Context: an optimization exercise on an open-source flow, tuned for small area. The choices shown serve that exercise and are no tape-out recipe. Function was checked by simulation only, so behaviour that the tests miss may differ from the original. Power figures rest on the tool's default switching activity, not on a simulated workload.

==> flow/design.v (outline; a module is shown in full before it is edited, if it fits) <==
// module accmaskreg2: 17 lines
// module biterrordetect2: 21 lines
// module bittime2: 143 lines
// module bittiming2: 112 lines
// module counter2: 79 lines
// module decapsulation2: 20 lines
// module destuffing2: 83 lines
// module edgepuffer2: 22 lines
// module encapsulation2: 53 lines
// module equal_id2: 16 lines
// module erbcount2: 35 lines
// module fastshift2: 49 lines
// module faultfsm2: 102 lines
// module fce2: 75 lines
// module fsm_register2: 120 lines
// module generalregister2: 44 lines
// module interrupregister2: 44 lines
// module interruptunit2: 83 lines
// module iocpu2: 355 lines
// module llc2: 59 lines
// module llc_fsm2: 332 lines
// module mac2: 393 lines
// module macfsm2: 2595 lines
// module meslencompare2: 66 lines
// module multiplexer2: 115 lines
// module prescale2: 49 lines
// module prescalereg2: 17 lines
// module rcrc_cell2: 24 lines
// module rcrc2: 65 lines
// module read_mux2: 53 lines
// module rec2: 64 lines
// module recarbitreg2: 19 lines
// module recmescontrolreg2: 34 lines
// module recmeslen2: 39 lines
// module recregister2: 19 lines
// module reset_mac2: 25 lines
// module resetgen2: 25 lines
// module rshift_cell2: 18 lines
// module rshiftreg2: 62 lines
// module smpldbit_reg2: 21 lines
// module stuffing2: 64 lines
// module sum2: 104 lines
// module tcrc_cell2: 19 lines
// module tcrc2: 93 lines
// module tec2: 69 lines
// module timecount2: 27 lines
// module transmesconreg2: 23 lines
// module transmitreg2: 17 lines
// module tseg_reg2: 24 lines
// module tshift_cell2: 19 lines
// module tshiftreg2: 79 lines
// module write_demux2: 85 lines
// module can2: 306 lines
module can2 (
  input  wire        clock,
  input  wire        reset,
  input  wire [ 4:0] address,
  output wire [15:0] readdata,            
  input  wire [15:0] writedata,
  input  wire        cs,                  
  input  wire        read_n,              
  input  wire        write_n,             
  output wire        irq,
  output wire        irqstatus,
  output wire        irqsuctra,
  output wire        irqsucrec,
  input  wire        rx,                  
  output wire        tx,                  
  output wire [ 7:0] statedeb,
  output wire        Prescale_EN_debug,   
  output wire [ 6:0] bitst
  );
  // ...
==> flow/run.sh <==
#!/bin/bash
# synth_recipe.tcl (not shown) runs the flow's synth.tcl, then flattens the netlist and writes it again
# the make line also repeats each setting of config.mk as NAME=value (left out here)
make -C /OpenROAD-flow-scripts/flow DESIGN_CONFIG=/design/flow/config.mk WORK_HOME=/design/flow/orfs CLKGATE_MAP_FILE= SYNTH_SCRIPT=/design/flow/synth_recipe.tcl finish
==> flow/config.mk <==
export PLATFORM = sky130hd
export DESIGN_NAME = can2
export DESIGN_NICKNAME = can2
export VERILOG_FILES = /design/flow/design.v
export SDC_FILE = /design/flow/constraint.sdc
export NUM_CORES = 4
export LEC_CHECK = 0
export CAP_MARGIN = 20
export CORE_MARGIN = 2
export CORE_UTILIZATION = 40
export SLEW_MARGIN = 20
==> flow/constraint.sdc <==
create_clock -name core_clock -period 20.0 [get_ports {clock}]
set_input_delay 4.0000 -clock core_clock [delete_from_list [all_inputs] [get_ports {clock}]]
set_output_delay 4.0000 -clock core_clock [all_outputs]
set_load 0.01 [all_outputs]
==> metrics.cfg, run 1 <==
[run_status]
status=timing/DRC/antenna clean

[timing]
timing.setup.tns_ns=0
fin_hold_ws_ns=0.392

[cells_and_area]
final_common_cell=nand2_1
layout-drive-gt1-share=0.0803
multi_input_area_share=0.530
clkCellAreaFrac=0.0616
design_area_um2=42500
n_fill_cell=9725
n_clock_buffer=111
diodes=0
fin_util=0.448

[worst_setup_path]
crit_slowest_cell=a41o_1
crit_type=in -> reg
endpoint=MediumAccessControl.receivecrc.edged
cp_cell_sequence=clkdlybuf4s50_1 > buf_4 > nor2b_1 > o21ai_4 > clkinv_1 > nand2b_4 > a41o_1 > inv_1
cp.arrival_ns=6.76

[synthesis]
synthArstFlopShare=0.0598
synthesis.area_um2=38400
synth_xor_area_frac=0.0278
yosys.area.top_type=dfxtp_1
syn_area_per_cell_um2=7.79
synth_area_leaders=dfxtp_1 32%, nand2_1 8.2%, a21oi_1 5.7%

[power_and_ir_drop]
p_switching_mw=2.16

[drt]
drt_iter0_markers=5271
postRouteAntennaNets=0

[place]
gp_congestion=1.10
port_buffers=63

[clock_tree]
ctsHoldBuffers=0
htree_levels=3

[global_routing]
gr-usage-all-layers=0.368
grtUsageMet1=0.453

[die]
tapCellCount=1265

==> run 2: changes to the inputs <==
--- a/flow/config.mk
+++ b/flow/config.mk
@@ -5,6 +5,7 @@
 export SDC_FILE = /design/flow/constraint.sdc
 export NUM_CORES = 4
 export LEC_CHECK = 0
+export ABC_AREA = 1
 export CAP_MARGIN = 20
 export CORE_MARGIN = 2
 export CORE_UTILIZATION = 40
==> run 2 against run 1 <==
Still clean. Power decreased by 10%. Worst setup slack got worse by 1.4 ns. Sequential power decreased by 6%. Critical path type unchanged. Flip-flop and latch count unchanged. Cell count increased by 15%. Register-to-register slack improved by 0.26 ns. Non-clock buffer count decreased by 59. Critical endpoint is now MediumAccessControl.transmitcrc.enable_i. Clock power about the same. Die area decreased by 0.85%.
==> metrics.cfg, run 2 <==
[place]
dp_hpwl_um=149000
port_buffers=63  ; unchanged
gp_congestion=1.12  ; +1.8%
post-place-ws_ns=1.49

[synthesis]
synth_commonest_cells=1375 x nand2_1, 668 x a21oi_1, 617 x dfxtp_1
synth_top_family_by_area=simple AND/OR/NAND/NOR gates
syn_inst=5761
ys_seq_area_frac=0.361
synth-seq-cells=669
ys.flop_type=dfxtp_1
synthMuxAreaShare=0.00112
synthArstFlopShare=0.0598  ; unchanged
yosysTopAreaCellShare=0.325
syn-num-nets=5878
synthesis.area_um2=38000  ; -0.86%
synthAdderAreaFrac=0.0304
syn_area_per_cell_um2=6.60  ; -15%
synth_area_leaders=dfxtp_1 32%, nand2_1 14%, a21oi_1 8.8%
synth_most_common_cell=nand2_1
synth_edf_count=12
synth-simple-area-share=0.291
synth_compound_area_frac=0.213
yosys.area.top_type=dfxtp_1
synth_cell_types=67
synth_xor_area_frac=0.0143  ; -0.0136
synth_warnings=49

[cells_and_area]
n_fill_cell=9939  ; +2.2%
final_common_cell=nand2_1
fin_nets=5846
top_regs=MediumAccessControl.recshift.genblk1.reg_i.q x101, MediumAccessControl.transhift.genblk1.reg_i.q x101
layout-drive-gt1-share=0.0651  ; -0.0152
final_cell_mix=1371 x nand2_1, 668 x a21oi_1, 614 x dfxtp_1, 590 x nor2_1, 577 x inv_1
syn_to_final_growth_pct=11.7

[global_routing]
grt_pass1_wl_um=276000
grt-ovfl-total=0
grt_pass1_vias=38200
grt_start_max_net_pins=111
gr-usage-all-layers=0.390  ; +0.0216
antenna_found_initial=13

[clock_tree]
ctsHoldBuffers=0  ; unchanged
cts_tree=yes
cts_buffer_depth=3
clock_sinks=669
cts_buffers=76
path_clk_slew_ns=0.04
htree_levels=3  ; unchanged
post_cts_resized=0
clkLatencyLatePin_ns=0.69
post-cts-setup-buffers=0
cts-root-buf=clkbuf_16

[worst_setup_path]
crit_type=in -> reg
path_max_fanout=44
end_kind=flip-flop
rr_worst_depth=13
critPathRequiredTime_ns=10.56
endpoint=MediumAccessControl.transmitcrc.enable_i
reg2reg_setup_slack_ns=5.62
startpoint=reset
cp.arrival_ns=8.38  ; +1.62 ns
worstReg2RegEnd=MediumAccessControl.transmitcrc.enable_i
timing.rr.start=LogicalLinkControl.llc_fsm_2.CURRENT_STATE[0]
critPathLaunchType=primary input

[timing]
rsz0062_at_grt=no
max_slew_margin=0.0807
layout_setup_ws_ns=2.19
timing.setup.tns_ns=0  ; unchanged
slew_viol_final=0
setup_viol=0
tightest_slew_ns=1.37
hold_viol_final=0
fin_skew_ns=0.0555

[drt]
met2_length_um=83400
drt-met1-wl_um=78200
postRouteAntennaNets=0  ; unchanged
met3_length_um=17100
wl_per_cell_um=27.7
top_layer=met5
drt_iter0_markers=4973  ; -5.7%
vias=41500
via_per_inst=5.88
drt-total-wl_um=195000
drc=0
first_pass_iters=6

[run]
max_cap_viol_count=0

[die]
core-area_um2=94600
die_h_um=312
start_util=0.402
rows=113
die_w_um=312
ioPinCount=64
die-area_um2=97600

[min_path]
min_path_type=reg -> reg
hold_depth=1

[power_and_ir_drop]
total_power_mw=4.52
seqPwrFrac=0.338
combPwrFrac=0.337
power_frac_clock=0.325
peakVddDrop_mv=0.0743
internal-power_mw=2.69
power.density_nw_per_um2=106
swShare=0.405
p_switching_mw=1.83  ; -15%
power_leakage_nw=17.6

[run_status]
status=timing/DRC/antenna clean

run 2: layer usage:
metal | up-vias | GRT usage
met5 | - | 0
met4 | 6 | 0.280
met3 | 580 | 0.0737
met2 | 2141 | 0.595
met1 | 19500 | 0.493
li1 | 19200 | -
run 2: kinds of logic (layout without fill, tap and decap cells):
family | count (synthesis) | after routing
buf+inv | 881 | 908
fa+ha+maj | 90 | 90
xor+xnor | 62 | 62
simple gates | 2608 | 2608
flops | 669 | 669
mux | 4 | 4
other cells | 0 | 4
compound gates | 1447 | 1447
run 2: final cells by class:
cell class,instances,area (µm²),area share
antenna,4,10.0,0.000235
clock buffer,114,2320,0.0545
clock inverter,29,324,0.00762
inverter,627,2370,0.0557
multi-input combinational,4211,21000,0.494
sequential,669,13700,0.323
tap,1265,1580,0.0372
timing repair buffer,138,1190,0.0281
run 2: worst min path at each step:
stage	start	end	slack, ns
floorplan	MediumAccessControl.reset_mac_i.active	MediumAccessControl.fsm.current_state[0]	0.27
global placement	MediumAccessControl.transhift.edged	MediumAccessControl.transhift.enable_i	0.38
detailed placement	MediumAccessControl.transhift.edged	MediumAccessControl.transhift.enable_i	0.38
CTS	MediumAccessControl.transhift.edged	MediumAccessControl.transhift.enable_i	0.39
global route	MediumAccessControl.transhift.edged	MediumAccessControl.transhift.enable_i	0.43
finish	MediumAccessControl.transhift.edged	MediumAccessControl.transhift.enable_i	0.38
run 2: per-stage QoR:
stage	util	std cells	hold slack, ns	area (µm²)
2_1_floorplan	-	5761	0.266	38000
3_3_place_gp	0.421	6910	0.376	39800
3_5_place_dp	0.421	6910	0.378	39800
4_1_cts	0.449	7052	0.391	42500
5_1_grt	0.449	7053	0.427	42500
6_report	0.449	7057	0.384	42500
run 2: power by group through the flow:
| stage | sequential (mW) | clock (mW) | combinational [mW] |
|---|---|---|---|
| 2_1_floorplan | 1.51 | 0.00216 | 0.983 |
| 3_3_place_gp | 1.55 | 0.00216 | 1.48 |
| 3_5_place_dp | 1.56 | 0.00216 | 1.48 |
| 4_1_cts | 1.53 | 1.49 | 1.49 |
| 5_1_grt | 1.54 | 1.54 | 1.64 |
| 6_report | 1.53 | 1.47 | 1.53 |
run 2: critical path, cell delays in order:
cell             delay, ns
clkdlybuf4s50_1       0.79
inv_1                 0.11
nor2_2                0.12
buf_4                 0.30
nand2_4               0.38
nor2_4                0.71
inv_4                 0.41
nor2_2                0.17
buf_4                 0.30
clkinv_2              0.59
a21oi_1               0.31
o21ai_0               0.10
